From an optimization exercise on the open Yosys and OpenROAD flow, aimed at small area and a short achievable clock period; shortcuts taken in it are not production practice.
Function was checked by simulation only, so behaviour that the tests miss may differ from the original.
Power figures rest on the tool's default switching activity, not on a simulated workload.

==> config.mk <==
export PLATFORM = sky130hd
export DESIGN_NAME = cpu
export DESIGN_NICKNAME = cpu
export VERILOG_FILES = /design/flow/design.v
export SDC_FILE = /design/flow/constraint.sdc
export NUM_CORES = 4
export LEC_CHECK = 0
export ABC_AREA = 1
export CAP_MARGIN = 30
export CORE_MARGIN = 2
export CORE_UTILIZATION = 55
export PLACE_DENSITY = 0.65
export SLEW_MARGIN = 30
==> run.sh <==
#!/bin/bash
# synth_recipe.tcl (not shown) runs the flow's synth.tcl, then flattens the netlist and writes it again
# the make line also repeats each setting of config.mk as NAME=value (left out here)
make -C /OpenROAD-flow-scripts/flow DESIGN_CONFIG=/design/flow/config.mk WORK_HOME=/design/flow/orfs CLKGATE_MAP_FILE= SYNTH_SCRIPT=/design/flow/synth_recipe.tcl finish
==> constraint.sdc <==
create_clock -name core_clock -period 80.0 [get_ports {i_clk}]
set_input_delay 16.0000 -clock core_clock [delete_from_list [all_inputs] [get_ports {i_clk}]]
set_output_delay 16.0000 -clock core_clock [all_outputs]
set_load 0.01 [all_outputs]
==> design.v <==
module cpu(i_clk, i_rst, i_en,
    i_opcode, i_data, i_ready,
    o_data, o_err,
    d_index
);
parameter  DATA       = 32;  
parameter  OPCODE     = 16;  
parameter  STACK      = 16;  
localparam STACK_BITS = $clog2(STACK);
input wire i_clk;
input wire i_rst;
input wire i_en;
input wire [OPCODE-1:0] i_opcode;
input wire [DATA-1:0] i_data;
input wire i_ready;  
output reg [DATA-1:0] o_data;
output reg [2:0] o_err;
output reg [STACK_BITS:0] d_index;  
localparam OPCODE_IDLE = 0;
localparam OPCODE_PUSH = 1;
localparam OPCODE_POP = 2;
localparam OPCODE_ADD = 3;
localparam OPCODE_SUBTRACT= 4;
localparam OPCODE_MULTIPLY = 5;
localparam OPCODE_DIVIDE = 6;
localparam OPCODE_DUP = 7;
localparam OPCODE_ROT = 8;
localparam OPCODE_SWAP = 9;
localparam ERROR_OK = 0;
localparam ERROR_INVALID_OPCODE = 1;
localparam ERROR_STACK_TOO_SMALL = 2;
localparam ERROR_STACK_TOO_BIG = 3;
localparam ERROR_DIVIDE_BY_ZERO = 4;
reg [STACK*DATA-1:0] stk;
wire [DATA-1:0] T = stk[0*DATA +: DATA];
wire [DATA-1:0] S = stk[1*DATA +: DATA];
wire [DATA-1:0] U = stk[2*DATA +: DATA];
wire op_idle = (i_opcode == OPCODE_IDLE);
wire op_push = (i_opcode == OPCODE_PUSH);
wire op_pop  = (i_opcode == OPCODE_POP);
wire op_add  = (i_opcode == OPCODE_ADD);
wire op_sub  = (i_opcode == OPCODE_SUBTRACT);
wire op_mul  = (i_opcode == OPCODE_MULTIPLY);
wire op_div  = (i_opcode == OPCODE_DIVIDE);
wire op_dup  = (i_opcode == OPCODE_DUP);
wire op_rot  = (i_opcode == OPCODE_ROT);
wire op_swap = (i_opcode == OPCODE_SWAP);
wire n_full = d_index[STACK_BITS];                   
wire n_ge1  = |d_index;                              
wire n_ge2  = n_full | (|d_index[STACK_BITS-1:1]);   
wire n_ge3  = n_full | (|d_index[STACK_BITS-1:2]) | (&d_index[1:0]);
wire t_zero = ~|T;
wire ok_push = op_push & ~n_full;
wire ok_pop  = op_pop & n_ge1;
wire ok_bin  = (op_add | op_sub | op_mul) & n_ge2 | op_div & n_ge2 & ~t_zero;
wire ok_dup  = op_dup & n_ge1 & ~n_full;
wire ok_rot  = op_rot & n_ge3;
wire ok_swap = op_swap & n_ge2;
reg [2:0] next_err;
always @(*)
begin
    next_err = ERROR_OK;
    if (op_push & n_full) next_err = ERROR_STACK_TOO_BIG;
    if (op_pop & ~n_ge1) next_err = ERROR_STACK_TOO_SMALL;
    if ((op_add | op_sub | op_mul | op_div | op_swap) & ~n_ge2) next_err = ERROR_STACK_TOO_SMALL;
    if (op_div & n_ge2 & t_zero) next_err = ERROR_DIVIDE_BY_ZERO;
    if (op_dup & ~n_ge1) next_err = ERROR_STACK_TOO_SMALL;
    if (op_dup & n_full) next_err = ERROR_STACK_TOO_BIG;
    if (op_rot & ~n_ge3) next_err = ERROR_STACK_TOO_SMALL;
    if (~(op_idle | op_push | op_pop | op_add | op_sub | op_mul | op_div |
          op_dup | op_rot | op_swap)) next_err = ERROR_INVALID_OPCODE;
end
localparam DIVR = 12;
parameter BLK = 4;
wire [DATA+1:0] T1 = {2'b00, T};
wire [DATA+1:0] T2 = {1'b0, T, 1'b0};
reg  [DATA+1:0] T3;
reg  t3c;
integer m;
always @(*)
begin
    t3c = 1'b0;
    for (m = 0; m < DATA + 2; m = m + 1)
    begin
        T3[m] = T1[m] ^ T2[m] ^ t3c;
        t3c = (T1[m] & T2[m]) | (t3c & (T1[m] ^ T2[m]));
    end
end
wire [DATA*(DATA+1)-1:0] Xf;
wire [DATA-1:0] q;
assign Xf[DATA*DATA +: DATA] = S;
assign Xf[(DATA-2)*DATA +: DATA] = S;
localparam NB = DATA - DIVR;
reg  [NB-1:0] mh;
reg  mc, mp;
integer mr, mj;
always @(*)
begin
    mh = {NB{1'b0}};
    for (mr = 0; mr < NB; mr = mr + 1)
    begin
        mc = 1'b0;
        for (mj = mr; mj < NB; mj = mj + 1)
        begin
            mp = S[DIVR + mr] & T[mj - mr];
            {mc, mh[mj]} = {(mh[mj] & mp) | (mc & (mh[mj] ^ mp)), mh[mj] ^ mp ^ mc};
        end
    end
end
wire [3:0] td4 = (T[3:0] == 4'd0) ? 4'd1 : T[3:0];
wire t_small = ~|T[DATA-1:4];
wire [3:0] q4 = t_small ? S[DATA-1:DATA-4] / td4 : 4'd0;
wire [3:0] r4 = t_small ? S[DATA-1:DATA-4] % td4 : S[DATA-1:DATA-4];
assign q[DATA-1:DATA-4] = q4;
assign Xf[(DATA-4)*DATA +: DATA] = {r4, S[DATA-5:0]};
genvar gi, gk;
generate
    for (gi = DATA-6; gi >= 0; gi = gi - 2)
    begin : row
        localparam W = DATA - gi;
        localparam SHARED = (gi < DIVR);
        wire [DATA-1:0] xr = Xf[(gi+2)*DATA +: DATA];
        wire [DATA-1:0] xin;
        if (gi == DIVR - 2)
        begin : init
            assign xin = op_div ? xr :
                         op_mul ? ~{mh, {DIVR{1'b0}}} :
                         S ^ {DATA{op_add}};
        end
        else
        begin : pass
            assign xin = xr;
        end
        wire [W-1:0] a = xin[DATA-1:gi];
        wire z1 = ((T >> W) == 0);
        wire z2 = ((T >> (W-1)) == 0);
        wire z3 = (T <= ((64'd1 << W) - 1) / 3);
        wire [3:1] fit;
        wire [W-1:0] d [1:3];
        for (gk = 1; gk <= 3; gk = gk + 1)
        begin : add
            wire [DATA+1:0] bfull = ~((gk == 1) ? T1 : (gk == 2) ? T2 : T3);
            wire [W-1:0] b = bfull[W-1:0];
            wire cin = 1'b1;
            reg  [W-1:0] G, P, Gn, Pn, g0, p0;
            reg  [W:0] c;
            integer j, l, kk;
            always @(*)
            begin
                g0 = a & b;
                p0 = a ^ b;
                g0[0] = g0[0] | (p0[0] & cin);
                G = g0; P = p0;
                for (l = 0; (1 << l) < W; l = l + 1)
                begin
                    Gn = G; Pn = P;
                    for (j = 0; j < W; j = j + 1)
                        if ((j >> l) & 1)
                        begin
                            kk = ((j >> l) << l) - 1;
                            Gn[j] = G[j] | (P[j] & G[kk]);
                            Pn[j] = P[j] & P[kk];
                        end
                    G = Gn; P = Pn;
                end
                c = {G, cin};
            end
            assign d[gk] = p0 ^ c[W-1:0];
            assign fit[gk] = c[W];
        end
        wire f1 = fit[1] & z1;
        wire f2 = fit[2] & z2;
        wire f3 = fit[3] & z3;
        wire v0, v1, v2, v3;
        if (SHARED)
        begin : shr
            wire [1:0] md = S[gi+1:gi];
            wire as0 = (op_add | op_sub) & (gi == 0);
            assign v3 = op_div ? f3 : op_mul & (md == 2'd3);
            assign v2 = op_div ? f2 & ~f3 : op_mul & (md == 2'd2);
            assign v1 = op_div ? f1 & ~f2 : op_mul & (md == 2'd1) | as0;
            assign v0 = ~(v1 | v2 | v3);
        end
        else
        begin : dvr
            assign v3 = f3;
            assign v2 = f2 & ~f3;
            assign v1 = f1 & ~f2;
            assign v0 = ~f1;
        end
        assign q[gi+1] = f2;
        assign q[gi] = f3 | (f1 & ~f2);
        wire [W-1:0] nx = ({W{v0}} & a) | ({W{v1}} & d[1]) |
                          ({W{v2}} & d[2]) | ({W{v3}} & d[3]);
        if (gi > 0)
            assign Xf[gi*DATA +: DATA] = {nx, xin[gi-1:0]};
        else
            assign Xf[gi*DATA +: DATA] = nx;
    end
endgenerate
wire [DATA-1:0] alu = op_div ? q : Xf[DATA-1:0] ^ {DATA{~op_sub}};
wire exec = i_en & i_ready;
wire sh_dn = ok_push | ok_dup;   
wire sh_up = ok_pop | ok_bin;    
wire c_dn   = exec & sh_dn;
wire c_up   = exec & sh_up;
wire c_hold = ~(c_dn | c_up);
wire t_push = exec & ok_push;
wire t_s    = exec & (ok_pop | ok_rot | ok_swap);
wire t_alu  = exec & ok_bin;
wire t_hold = ~(t_push | t_s | t_alu);
wire s_t    = exec & (sh_dn | ok_swap);
wire s_u    = exec & (sh_up | ok_rot);
wire s_hold = ~(s_t | s_u);
wire u_rot  = exec & ok_rot;
wire u_hold = ~(c_dn | c_up | u_rot);
reg [STACK*DATA-1:0] stk_d;
integer k;
always @(*)
begin
    stk_d[0*DATA +: DATA] = ({DATA{t_hold}} & T) | ({DATA{t_push}} & i_data) |
                            ({DATA{t_s}} & S) | ({DATA{t_alu}} & alu);
    stk_d[1*DATA +: DATA] = ({DATA{s_hold}} & S) | ({DATA{s_t}} & T) | ({DATA{s_u}} & U);
    stk_d[2*DATA +: DATA] = ({DATA{u_hold}} & U) | ({DATA{c_dn}} & S) |
                            ({DATA{c_up}} & stk[3*DATA +: DATA]) | ({DATA{u_rot}} & T);
    for (k = 3; k < STACK-1; k = k + 1)
        stk_d[k*DATA +: DATA] = ({DATA{c_hold}} & stk[k*DATA +: DATA]) |
                                ({DATA{c_dn}} & stk[(k-1)*DATA +: DATA]) |
                                ({DATA{c_up}} & stk[(k+1)*DATA +: DATA]);
    stk_d[(STACK-1)*DATA +: DATA] = ({DATA{~c_dn}} & stk[(STACK-1)*DATA +: DATA]) |
                                    ({DATA{c_dn}} & stk[(STACK-2)*DATA +: DATA]);
end
always @(posedge i_clk)
    stk <= stk_d;
always @(posedge i_clk or posedge i_rst)
begin
    if (1 == i_rst)
    begin
        o_data <= 0;
        o_err <= 0;
        d_index <= 0;
    end
    else if (exec)
    begin
        o_data <= ok_pop ? T : {DATA{1'b0}};
        o_err <= next_err;
        if (sh_dn) d_index <= d_index + 1'd1;
        else if (sh_up) d_index <= d_index - 1'd1;
    end
end
endmodule
==> out/results.tsv, run 1 <==
metric	value	unit
drive_gt1_share	6.83	%
post-route-period-util	60.0	%
io_pins	92	
synth_top_area_share	15.6	%
portBuffers	91	
p_per_area	7.90	mW/mm²
drt_iter0_drc	8262	
fin_tns_setup	0	ns
num_rows	128	
min_period	48.03	ns
synth_top_family_by_area	adder cells	
clockBufferDepth	3	
globalplace.congestion	1.05	
grt_pass1_wl	405000	µm
synth_commonest_cells	nand2_1 (2394), inv_1 (1402), ha_1 (845)	
syn_inst	9507	
clock_latency	0.68	ns
finClkSkew	0.0516	ns
cts_hold_buffers	0	
worstReg2RegStart	stk[1]	
critPathSlowestCell	dfxtp_2	
cts_made_buffers	57	
r2r_cells	287	
cts-root-buf	clkbuf_16	
cts_tree	yes	
viasPerCell	6.12	
areaGrowthSynthToFinish	7.37	%
start_util	55.5	%
setup.worst_path.end	stk[17]	
synth_compound_area_share	16.2	%
crit_required	80.55	ns
rrSetupSlack	31.97	ns
slew_headroom	29.1	%
synth_seq_cells	552	
critical_path.top_delay_family	simple AND/OR/NAND/NOR gates	
ant_nets	0	
place_hpwl	205000	µm
synth.distinct_cells	91	
cts_resized	0	
cts_setup_buffers	0	
synth_xor_area_share	5.44	%
worstSetupEndpointType	register	
cp-start-kind	register	
async_reset_ff_share	7.25	%
synthSimpleGateAreaFrac	25.1	%
drtPass1Iterations	7	
num_vias	68500	
worstPathBufferInverterCount	31	
worstHoldPathType	register to register	
grt_pass1_vias	64800	
cp_data_arrival_time	48.58	ns
grt_max_degree	247	
maxCapViolCount	0	
crit_type	register to register	
synth_fa_ha_area_share	26.2	%
fin_util	59.6	%
dieWidth	355	µm
grt.total_usage	42.4	%
worst_r2r_endpoint	stk[17]	
clkTransAtPathRegs	0.07	ns
post-synth-top-count-cell	nand2_1	
n_fill_cell	11400	
syn_area	0.0677	mm²
cts_htree_levels	2	
synth.avg_cell_area	7.12	µm²
vdd_drop_max	0.0223	mV
wire_per_inst	24.4	µm
core_area	0.122	mm²
ys.flop_type	dfxtp_1	
yosys-mux-area-fraction	0.0166	%
cp_common_cell	nand2_1	
synth-edff-count	32	
fp.dieH	355	µm
cp_max_fo	19	
synth_top_cell_by_area	ha_1	
timing.fmax	20.8	MHz
crit_start	stk[1]	
slew_viol_final	0	
p_leak	0.0350	µW
setup_viol_count_final	0	
antenna_found_initial	8	
dieArea	0.126	mm²
cp_slowest_stage_delay	0.73	ns
cp_num_cells	287	
tightestPinTransition	1.06	ns
status	no timing/DRC/antenna violations	
routed_wl	274000	µm
drc	0	
hold_viol	0	
hold_slack	0.455	ns
ys_seq_area_share	17.1	%
num-nets-final	10800	
syn_nets	10800	
overflow	0	
synth_warnings	1	
cts_sinks	552	
rsz0062_at_grt	false	
synthTopCellsByArea	ha_1 (16%), dfxtp_1 (14%), nand2_1 (13%)	
==> area by class of cell <==
type                       count  area [µm²]  area share (%)
multi-input combinational   7214       49400            68.0
sequential                   552       11600            15.9
inverter                    1448        5440            7.49
timing repair buffer         239        2100            2.89
tap                         1625        2030            2.80
clock buffer                  82        1740            2.39
clock inverter                26         327           0.449
antenna                        9        22.5          0.0310
==> per-stage QoR <==
stage | total power, µW | setup slack (ns) | cells | cell area (µm²)
after floorplan | 287 | 44.11 | 9507 | 67700
after global placement | 292 | 34.57 | 11100 | 70500
after detailed placement | 292 | 33.62 | 11100 | 70500
after CTS | 578 | 33.57 | 11200 | 72600
after global routing | 589 | 28.08 | 11200 | 72600
final | 574 | 31.97 | 11200 | 72700
==> registers in the layout, summed over array words and instances (netlist names), named ones only <==
register  count
stk         480
d_index       5
o_data       32
o_err         3
==> where the power goes <==
part           switching [µW]  leakage, µW  internal (µW)  total (µW)
combinational            4.93       0.0292           3.72        8.69
clock                     125      0.00102            163         288
sequential             0.0790      0.00478            277         277
==> worst register-to-register path, delay by kind of cell (launching register included) <==
family | cells | cell delay (ns)
AND/OR/NAND/NOR | 179 | 22.60
AO/OA/AOI/OAI | 58 | 12.08
buffers and inverters | 31 | 6.08
flip-flops | 1 | 0.73
adder cells (fa/ha/maj) | 19 | 6.50
==> layout by cell type, fill, tap and decap left out, drive strengths merged, types with 58 or more instances in the layout <==
cell,n
dfxtp,480
nand4,58
nor3,88
clkbuf,82
clkdlybuf4s50,91
buf,148
nand3,534
o211ai,118
fa,356
ha,845
nand2,2531
o22ai,104
o21ai,351
xor2,188
a21oi,486
or2,77
nor2,552
o221ai,373
inv,1439
xnor2,232
==> layer usage <==
layer  global-route usage [%]  wire length (µm)  vias to the layer above
met4                     24.1             19100                        4
met1                     55.0            108000                    32200
met5                        0                27                        -
met2                     64.1            115000                     3790
li1                         -                 -                    31600
met3                     10.5             31800                      898
==> how the worst min path moves through the flow <==
stage          startpoint        to  slack, ns  depth (start not counted)
2_1_floorplan    stk[478]  register       0.43                          0
6_report         stk[457]  register       0.45                          0
3_3_place_gp     stk[468]  register       0.44                          0
3_5_place_dp     stk[457]  register       0.44                          0
4_1_cts          stk[465]  register       0.45                          0
5_1_grt          stk[465]  register       0.46                          0
==> cells by family (layout without fill, tap and decap cells) <==
logic type / after synthesis / count (layout)
buffers and inverters: 1741 / 1795
xor gates and xnor gates: 420 / 420
other: 0 / 9
and+or+nand+nor: 3935 / 3935
DFF: 552 / 552
AOI/OAI and AO/OA: 1657 / 1657
muxes: 1 / 1
adders and majority gates: 1201 / 1201
==> run 2, diff against run 1 <==
--- a/design.v
+++ b/design.v
@@ -71,5 +71,5 @@
           op_dup | op_rot | op_swap)) next_err = ERROR_INVALID_OPCODE;
 end
-localparam DIVR = 12;
+localparam DIVR = 16;
 parameter BLK = 4;
 wire [DATA+1:0] T1 = {2'b00, T};
==> out/results.tsv, run 2 <==
metric	value	unit	change
status	no timing/DRC/antenna violations		
areaGrowthSynthToFinish	7.03	%	
drc	0		unchanged
clkTransAtPathRegs	0.07	ns	about the same
crit_required	80.56	ns	about the same
finClkSkew	0.0751	ns	+0.0235 ns
synth-edff-count	32		unchanged
routed_wl	262000	µm	-4.2%
setup_viol_count_final	0		unchanged
synthSimpleGateAreaFrac	24.6	%	-0.47 points
cts-root-buf	clkbuf_16		
syn_nets	10300		-4.0%
synth_seq_cells	552		unchanged
yosys-mux-area-fraction	0.0153	%	-0.0013 points
viasPerCell	6.17		+0.94%
layout_common_cells	nand2_1 (2046), inv_1 (1305), ha_1 (835), nor2_1 (567), dfxtp_1 (473)		
synth_top_family_by_area	adder cells		
cts_resized	0		unchanged
p_per_area	7.91	mW/mm²	about the same
post-synth-top-count-cell	nand2_1		
timing.fmax	20.7	MHz	-0.75%
dieWidth	349	µm	-1.6%
overflow	0		unchanged
grt_pass1_wl	386000	µm	-4.7%
num_vias	66200		-3.3%
cts_htree_levels	2		unchanged
drive_gt1_share	7.31	%	+0.48 points
async_reset_ff_share	7.25	%	unchanged
largest-register	stk		
ant_nets	0		unchanged
slew_headroom	28.2	%	-0.81 points
min_period	48.40	ns	+0.363 ns
worstHoldPathType	register to register		
clock_latency	0.67	ns	about the same
grt_pass1_vias	61200		-5.7%
layout_commonest_cell	nand2_1		
grt_max_degree	238		-3.6%
cts_tree	yes		
num-nets-final	10300		-4.1%
cp_common_cell	nand2_1		
antenna_found_initial	7		-1
vdd_drop_max	0.0235	mV	+5.3%
synth.avg_cell_area	7.16	µm²	+0.55%
synth_warnings	1		unchanged
core_area	0.118	mm²	-3.1%
clockBufferDepth	3		unchanged
finalPower	554	µW	-3.5%
largest_register_ffs	480		unchanged
fp.dieH	349	µm	-1.6%
io_pins	92		unchanged
synth_commonest_cells	nand2_1 (2048), inv_1 (1324), ha_1 (835)		
p_leak	0.0335	µW	-4.1%
cp_slowest_stage_delay	0.81	ns	+0.08 ns
portBuffers	91		unchanged
synth_compound_area_share	17.4	%	+1.2 points
drt_iter0_drc	7773		-5.9%
num_rows	126		-1.6%
syn_area	0.0655	mm²	-3.3%
rsz0062_at_grt	false		
synth.distinct_cells	89		-2.2%
worstPathBufferInverterCount	16		-48%
cp_data_arrival_time	48.96	ns	+0.38 ns
place_hpwl	196000	µm	-4.5%
grt.total_usage	41.8	%	-0.52 points
synthTopCellsByArea	ha_1 (16%), dfxtp_1 (15%), nand2_1 (12%)		
critPathSlowestCell	nor3_4		
synth_top_area_share	16.0	%	+0.34 points
cp_max_fo	19		unchanged
syn_inst	9144		-3.8%
hold_viol	0		unchanged
cts_made_buffers	53		-7.0%
critical_path.top_delay_family	simple AND/OR/NAND/NOR gates		
ys_seq_area_share	17.7	%	+0.58 points
worstSetupEndpointType	register		
cts_hold_buffers	0		unchanged
ys.flop_type	dfxtp_1		
cp-start-kind	register		
reg_top3	stk: 480 flops, o_data: 32 flops, d_index: 5 flops		
start_util	55.4	%	-0.10 points
dieArea	0.122	mm²	-3.3%
crit_type	register to register		
synth_fa_ha_area_share	25.0	%	-1.2 points
post-route-period-util	60.5	%	+0.45 points
cts_setup_buffers	0		unchanged
synth_top_cell_by_area	ha_1		
tightestPinTransition	1.07	ns	+0.0105 ns
cts_sinks	552		unchanged
hold_slack	0.459	ns	+0.00477 ns
slew_viol_final	0		unchanged
drtPass1Iterations	6		-1
wire_per_inst	24.4	µm	about the same
synth_xor_area_share	5.51	%	+0.078 points
maxCapViolCount	0		unchanged
fin_tns_setup	0	ns	unchanged
globalplace.congestion	1.06		+1.3%
## run 2: cell types whose count changed after synthesis, sizes merged, moves of 24 or more
| cell | change |
|---|---|
| fa | -62 |
| nand4 | +35 |
| a22oi | +69 |
| xor2 | +25 |
| o211ai | -90 |
| clkbuf | -31 |
| nand2 | -301 |
| xnor2 | -33 |
| nand3 | -42 |
| nor2 | +39 |
| inv | -90 |
| o221ai | +24 |
| o21ai | +70 |
## run 2: power breakdown
group | internal (µW) | total (µW) | switching (µW)
registers | 277 | 278 | 0.167
clock network | 150 | 267 | 117
logic | 3.85 | 9.79 | 5.91
## run 2: area by class of cell
class                           instances  area, µm²
Antenna cell                           11       27.5
Clock buffer                           75       1560
Clock inverter                         24        280
Fill cell                           11100      48000
Inverter                             1361       5110
Multi-Input combinational cell       6946      47600
Sequential cell                       552      11600
Tap cell                             1536       1920
Timing Repair Buffer                  224       1990
## run 2: path summary, 6_finish.rpt
check | start | cells after the start | endpoint | slack [ns]
setup / recovery | stk[2] | 284 | stk[17] | 31.60
hold / removal | stk[462] | 0 | register | 0.46
setup reg to reg | stk[2] | 284 | stk[17] | 31.60
hold reg to reg | stk[462] | 0 | register | 0.46
max in group asynchronous | i_rst | 2 | o_err[1] | 63.69
min in group asynchronous | i_rst | 2 | o_data[4] | 15.75
## run 2: cells by family after synthesis
group | count (synthesis)
compound gates | 1738
xor+xnor | 412
fa+ha+maj | 1129
buf+inv | 1646
flops | 552
mux | 1
simple gates | 3666
## run 2: metrics by stage
stage / util [%] / worst slack (ns) / area (µm²) / instances
after CTS: 59.2 / 33.27 / 69900 / 10700
after global routing: 59.3 / 27.92 / 70000 / 10700
after global placement: 57.7 / 33.20 / 68100 / 10600
after floorplan: - / 41.04 / 65500 / 9144
final: 59.3 / 31.60 / 70100 / 10700
after detailed placement: 57.7 / 32.69 / 68100 / 10600
## run 2: per-layer routing
metal	global-route usage [%]	vias to the layer above	wire length (µm)
met2	62.1	3507	108000
met3	11.2	760	31200
met1	55.1	31200	106000
met5	0	-	151
li1	-	30700	-
met4	22.9	8	17100
==> run 3, diff against run 2 <==
--- a/design.v
+++ b/design.v
@@ -71,5 +71,5 @@
           op_dup | op_rot | op_swap)) next_err = ERROR_INVALID_OPCODE;
 end
-localparam DIVR = 16;
+localparam DIVR = 14;
 parameter BLK = 4;
 wire [DATA+1:0] T1 = {2'b00, T};
--- a/config.mk
+++ b/config.mk
@@ -9,5 +9,5 @@
 export CAP_MARGIN = 30
 export CORE_MARGIN = 2
-export CORE_UTILIZATION = 55
-export PLACE_DENSITY = 0.65
+export CORE_UTILIZATION = 62
+export PLACE_DENSITY = 0.72
 export SLEW_MARGIN = 30
==> out/results.tsv, run 3 <==
metric	value	unit	change
drtPass1Iterations	9		+3
globalplace.congestion	1.06		-0.43%
layout_commonest_cell	nand2_1		
synth_top_area_share	15.7	%	-0.29 points
setup_viol_count_final	0		unchanged
crit_type	register to register		
min_from	stk[449]		
async_reset_ff_share	7.25	%	unchanged
min_period	48.72	ns	+0.323 ns
drive_gt1_share	7.55	%	+0.24 points
routed_wl	256000	µm	-2.2%
syn_nets	10500		+1.6%
crit_required	80.53	ns	-0.03 ns
pwr-share-clk	47.3	%	-0.8 points
seq_power_share	51.2	%	+1.1 points
synth_warnings	1		unchanged
status	no timing/DRC/antenna violations		
dieArea	0.111	mm²	-9.1%
syn_area	0.0670	mm²	+2.4%
finClkSkew	0.0412	ns	-0.0339 ns
synthTopCellsByArea	ha_1 (16%), dfxtp_1 (14%), nand2_1 (12%)		
synth.avg_cell_area	7.22	µm²	+0.94%
place_hpwl	190000	µm	-3.1%
clkTransAtPathRegs	0.07	ns	about the same
start_util	62.5	%	+7.1 points
cts_made_buffers	53		unchanged
n_fill_cell	9498		-15%
fin_tns_setup	0	ns	unchanged
p_per_area	7.64	mW/mm²	-3.4%
clockBufferDepth	3		unchanged
worstHoldPathType	register to register		
switching_share	21.9	%	-0.20 points
synth_seq_cells	552		unchanged
worstPathBufferInverterCount	21		+5
cts-root-buf	clkbuf_16		
num_rows	120		-4.8%
overflow	0		unchanged
post-route-period-util	60.9	%	+0.40 points
hold_viol	0		unchanged
reg_top3	stk: 480 flops, o_data: 32 flops, d_index: 5 flops		
post-synth-top-count-cell	nand2_1		
areaGrowthSynthToFinish	5.84	%	
dp_cells	10600		-0.24%
synth_top_cell_by_area	ha_1		
cp-start-kind	register		
wire_per_inst	24.0	µm	-1.9%
cts_sinks	552		unchanged
drt_iter0_drc	8045		+3.5%
synth_commonest_cells	nand2_1 (2074), inv_1 (1370), ha_1 (839)		
layout_common_cells	nand2_1 (2072), inv_1 (1357), ha_1 (839), nor2_1 (535), dfxtp_1 (471)		
num-nets-final	10500		+1.4%
dieWidth	333	µm	-4.6%
cts_htree_levels	2		unchanged
grt_pass1_wl	382000	µm	-0.91%
p_int	423	µW	-2.0%
num_vias	67300		+1.6%
antenna_found_initial	10		+3
cp_slowest_stage_delay	0.74	ns	-0.07 ns
timing.fmax	20.5	MHz	-0.66%
viasPerCell	6.29		+1.9%
core_area	0.107	mm²	-9.2%
p_leak	0.0335	µW	-0.26%
fp.dieH	333	µm	-4.6%
combinationalPowerShare	1.5	%	-0.3 points
p_sw	119	µW	-3.1%
slew_viol_final	0		unchanged
preCtsSetupSlack	33.26	ns	+0.573 ns
cp_common_cell	nand2_1		
rsz0062_at_grt	false		
cp_data_arrival_time	49.25	ns	+0.29 ns
fin_cells	10700		-0.29%
grt.total_usage	45.0	%	+3.1 points
syn_inst	9274		+1.4%
ys.flop_type	dfxtp_1		
setup_slack	31.28	ns	-0.323 ns
crit_start	stk[3]		
slew_headroom	23.0	%	-5.3 points
critical_path.top_delay_family	simple AND/OR/NAND/NOR gates		
drc	0		unchanged
tightestPinTransition	1.15	ns	+0.0706 ns
vdd_drop_max	0.0247	mV	+4.9%
synth.distinct_cells	96		+7.9%
largest-register	stk		
clock_latency	0.64	ns	-0.03 ns
grt_pass1_vias	63600		+3.9%
io_pins	92		unchanged
worstReg2RegStart	stk[3]		
portBuffers	91		unchanged
ys_seq_area_share	17.3	%	-0.41 points
cts_tree	yes		
largest_register_ffs	480		unchanged
ant_nets	0		unchanged
worstSetupEndpointType	register		
cts_resized	0		unchanged
cts_hold_buffers	0		unchanged
cp_max_fo	31		+12
synth-edff-count	32		unchanged
grt_max_degree	248		+4.2%
maxCapViolCount	0		unchanged
critPathSlowestCell	and2_1		
cts_setup_buffers	0		unchanged
[run 3: cell types whose count changed after synthesis, sizes merged, moves of 12 or more]
cell / change
nand2: +58
nand4: -41
fa: +29
nor2: -40
a22oi: -34
or2: -12
clkbuf: +49
inv: +62
o22ai: +19
buf: -32
a21o: +13
xnor2: +23
o211ai: +22
[run 3: worst reg2reg max path, delay by kind of cell (launching register included)]
kind	cells	cell delay [ns]
flops	1	0.33
fa+ha+maj	20	7.16
simple gates	179	23.00
buf+inv	21	5.23
xor+xnor	1	0.16
compound gates	55	12.76
[run 3: kinds of logic after synthesis]
| logic type | Yosys count | share of synthesized area, % |
|---|---|---|
| xor gates and xnor gates | 427 | 5.58 |
| and+or+nand+nor | 3641 | 24.0 |
| AOI/OAI and AO/OA | 1773 | 17.4 |
| adders and majority gates | 1162 | 25.3 |
| DFF | 552 | 17.3 |
| buffers and inverters | 1719 | 10.5 |
[run 3: metrics by stage]
step	hold WS (ns)	cell area [µm²]	utilization, %	total power [µW]
after floorplan	0.408	67000	-	286
after global placement	0.413	69100	64.4	291
after detailed placement	0.419	69100	64.4	291
after CTS	0.437	70800	66.1	544
after global routing	0.453	70900	66.1	554
final	0.438	70900	66.1	542
[run 3: final timing paths]
check | to | slack (ns) | cells past startpoint
setup reg to reg | stk[15] | 31.28 | 276
setup / recovery | stk[15] | 31.28 | 276
max in group asynchronous | o_data[6] | 63.82 | 3
min in group asynchronous | o_data[25] | 15.83 | 3
hold reg to reg | register | 0.44 | 0
hold / removal | register | 0.44 | 0
[run 3: area by class of cell]
cell class | count | area, µm² | area share [%]
timing repair buffer | 221 | 1950 | 2.75
antenna | 6 | 15.0 | 0.0212
multi-input combinational | 7003 | 48500 | 68.4
tap | 1403 | 1760 | 2.48
clock inverter | 26 | 263 | 0.371
sequential | 552 | 11600 | 16.3
inverter | 1415 | 5360 | 7.56
clock buffer | 72 | 1500 | 2.11
[run 3: layer usage]
layer | share of wire (%) | global-route usage, % | vias up
met3 | 12 | 11.5 | 1005
li1 | - | - | 31000
met5 | 0.022 | 0 | -
met4 | 8.3 | 30.7 | 10
met2 | 42 | 68.1 | 3871
met1 | 38 | 56.3 | 31400
[run 3: power groups by stage]
| stage | Combinational [µW] | Clock [µW] | Sequential (µW) |
|---|---|---|---|
| 5_1_grt | 8.16 | 269 | 277 |
| 3_3_place_gp | 7.40 | 0 | 284 |
| 6_report | 7.92 | 256 | 277 |
| 3_5_place_dp | 7.46 | 0 | 284 |
| 2_1_floorplan | 2.38 | 0 | 284 |
| 4_1_cts | 7.50 | 259 | 277 |
==> run 4, diff against run 3 <==
--- a/design.v
+++ b/design.v
@@ -71,5 +71,5 @@
           op_dup | op_rot | op_swap)) next_err = ERROR_INVALID_OPCODE;
 end
-localparam DIVR = 14;
+localparam DIVR = 16;
 parameter BLK = 4;
 wire [DATA+1:0] T1 = {2'b00, T};
--- a/config.mk
+++ b/config.mk
@@ -9,5 +9,5 @@
 export CAP_MARGIN = 30
 export CORE_MARGIN = 2
-export CORE_UTILIZATION = 62
-export PLACE_DENSITY = 0.72
+export CORE_UTILIZATION = 50
+export PLACE_DENSITY = 0.6
 export SLEW_MARGIN = 30
==> out/results.tsv, run 4 <==
metric	value	unit	change
grt_max_degree	228		-8.1%
grt_pass1_vias	61000		-4.0%
p_leak	0.0336	µW	+0.29%
overflow	0		unchanged
ys_seq_area_share	17.7	%	+0.41 points
reg_top3	stk: 480 flops, o_data: 32 flops, d_index: 5 flops		
clockBufferDepth	3		unchanged
setup_viol_count_final	0		unchanged
portBuffers	91		unchanged
worstHoldPathType	register to register		
num_rows	132		+10%
cts_made_buffers	55		+3.8%
critPathSlowestCell	clkdlybuf4s50_1		
grt-busiest-layer	met2		
areaGrowthSynthToFinish	7.45	%	
syn_inst	9144		-1.4%
syn_area	0.0655	mm²	-2.3%
hold_viol	0		unchanged
cts_resized	0		unchanged
synth.avg_cell_area	7.16	µm²	-0.93%
synth_warnings	1		unchanged
post-synth-top-count-cell	nand2_1		
drive_gt1_share	7.33	%	-0.21 points
fin_cells	10900		+2.2%
largest_register_ffs	480		unchanged
use_met3	8.94	%	-2.6 points
cts_htree_levels	2		unchanged
async_reset_ff_share	7.25	%	unchanged
drt_iter0_drc	7079		-12%
rrSetupSlack	32.26	ns	+0.98 ns
io_pins	92		unchanged
synth_top_cell_by_area	ha_1		
met2_usage	58.8	%	-9.3 points
status	no timing/DRC/antenna violations		
n_fill_cell	12800		+35%
tightestPinTransition	1.10	ns	-0.0461 ns
min_from	stk[471]		
grt.total_usage	38.7	%	-6.2 points
largest-register	stk		
synth_commonest_cells	nand2_1 (2048), inv_1 (1324), ha_1 (835)		
cts-root-buf	clkbuf_16		
crit_type	input pin to register		
cts_tree	yes		
synth_seq_cells	552		unchanged
drtPass1Iterations	7		-2
preCtsSetupSlack	32.12	ns	-1.15 ns
layout_commonest_cell	nand2_1		
finalPower	553	µW	+2.1%
synthTopCellsByArea	ha_1 (16%), dfxtp_1 (15%), nand2_1 (12%)		
syn_nets	10300		-1.6%
routed_wl	269000	µm	+5.0%
slew_headroom	26.2	%	+3.2 points
r2r_cells	283		+2.5%
viasPerCell	6.03		-4.2%
setup_slack	31.89	ns	+0.604 ns
dp_cells	10800		+2.2%
cts_setup_buffers	0		unchanged
wire_per_inst	24.6	µm	+2.7%
hold_path_depth	0		unchanged
slew_viol_final	0		unchanged
layout_common_cells	nand2_1 (2043), inv_1 (1304), ha_1 (835), nor2_1 (567), dfxtp_1 (473)		
num-nets-final	10300		-1.3%
synth_top_area_share	16.0	%	+0.29 points
maxCapViolCount	0		unchanged
timing.fmax	20.8	MHz	+1.3%
synth.distinct_cells	89		-7.3%
ant_nets	0		unchanged
dieWidth	366	µm	+9.9%
clkTransAtPathRegs	0.06	ns	about the same
cp_slowest_stage_delay	0.82	ns	+0.08 ns
drc	0		unchanged
cp_max_fo	23		-26%
grt_pass1_wl	395000	µm	+3.2%
worstSetupEndpointType	register		
fp.dieH	366	µm	+9.9%
cts_sinks	552		unchanged
place_hpwl	202000	µm	+6.1%
clock_latency	0.65	ns	about the same
worst_r2r_endpoint	stk[20]		
globalplace.congestion	1.04		-1.8%
p_per_area	7.87	mW/mm²	+3.0%
dieArea	0.134	mm²	+21%
cts_hold_buffers	0		unchanged
cp-start-kind	input pin		
grt_use_met1	51.3	%	-5.0 points
rsz0062_at_grt	false		
ys.flop_type	dfxtp_1		
start_util	50.5	%	-12 points
post-route-period-util	60.1	%	-0.76 points
crit_required	80.53	ns	about the same
finClkSkew	0.0248	ns	-0.0164 ns
synth-edff-count	32		unchanged
num_vias	65900		-2.1%
core_area	0.130	mm²	+21%
cp_common_cell	nand2_1		
vdd_drop_max	0.0194	mV	-21%
cp_data_arrival_time	48.64	ns	-0.61 ns
crit_start	i_opcode[8]		
fin_tns_setup	0	ns	unchanged
antenna_found_initial	8		-2
worstReg2RegStart	stk[2]		
min_period	48.11	ns	-0.604 ns
run 4: layout make-up:
| cell class | count | area (µm²) | area share [%] |
|---|---|---|---|
| Antenna cell | 1 | 2.50 | 0.00356 |
| Clock buffer | 80 | 1570 | 2.23 |
| Clock inverter | 22 | 259 | 0.368 |
| Inverter | 1361 | 5110 | 7.27 |
| Multi-Input combinational cell | 6946 | 47600 | 67.7 |
| Sequential cell | 552 | 11600 | 16.5 |
| Tap cell | 1742 | 2180 | 3.10 |
| Timing Repair Buffer | 230 | 2020 | 2.87 |
run 4: per-layer routing:
layer,up-vias,share of wire (%)
li1,30800,-
met1,31100,41
met2,3220,42
met3,754,11
met4,8,6.4
met5,-,0.019
run 4: power by group:
group | total, µW | internal [µW] | switching (µW) | leakage, µW
logic | 9.96 | 3.85 | 6.08 | 0.0279
registers | 278 | 277 | 0.151 | 0.00479
clock network | 266 | 147 | 118 | 0.000888
total | 553 | 429 | 125 | 0.0336
run 4: critical path, delay by kind of cell:
kind | cells | cell delay [ns]
AOI/OAI and AO/OA | 44 | 10.45
adders and majority gates | 8 | 2.78
buffers and inverters | 14 | 4.86
and+or+nand+nor | 125 | 14.41
run 4: worst max-delay path by stage:
stage / end / depth (start not counted)
global route: stk[20] / 286
floorplan: stk[2] / 193
detailed placement: stk[20] / 191
CTS: stk[20] / 193
finish: stk[20] / 191
global placement: stk[20] / 194
run 4: cells by family after synthesis:
logic type	Yosys count	share of synthesized area (%)
muxes	1	0.0153
and+or+nand+nor	3666	24.6
adders and majority gates	1129	25.0
xor gates and xnor gates	412	5.51
DFF	552	17.7
buffers and inverters	1646	9.82
AOI/OAI and AO/OA	1738	17.4
run 4: through the flow:
stage                     instance area, µm²  utilization [%]  hold slack, ns
after global placement                 68400             52.8           0.438
after floorplan                        65500                -           0.431
after global routing                   70300             54.2           0.468
final                                  70300             54.2           0.462
after detailed placement               68500             52.8           0.445
after CTS                              70300             54.2           0.460

-- separate check: timing with driven ports --
No port has a modelled driver above. Below, the same layouts with a new extraction and two added sets of constraints.
Step 1: set_driving_cell puts a clkbuf_16 on i_clk and a buf_2 on each other input, an assumption about the parent block.
Step 2 moves the port delays by t, midway between the first and last clock arrival at a register: inputs arrive t later, outputs are due t later. That takes back most of the time a late clock gives input paths.
Three values: ideal ports, drivers, drivers and shift; two values: the first two.
run	shift t [ns]	slack for setup (ns)	worst register clock-pin slew, ns	cell pins on the clock port's net
run 1	0.721	31.966 / 31.966 / 31.966	0.07 / 0.07	1
run 2	0.713	31.603 / 31.603 / 31.294	0.08 / 0.08	1
run 3	0.691	31.281 / 31.281 / 31.281	0.08 / 0.08	1
run 4	0.706	31.885 / 31.921 / 31.216	0.07 / 0.07	1
After both steps setup and hold are still met in every run listed. The setup slack of run 4, which loses most, moves by +0.036 ns with the drivers and by -0.669 ns with both steps.
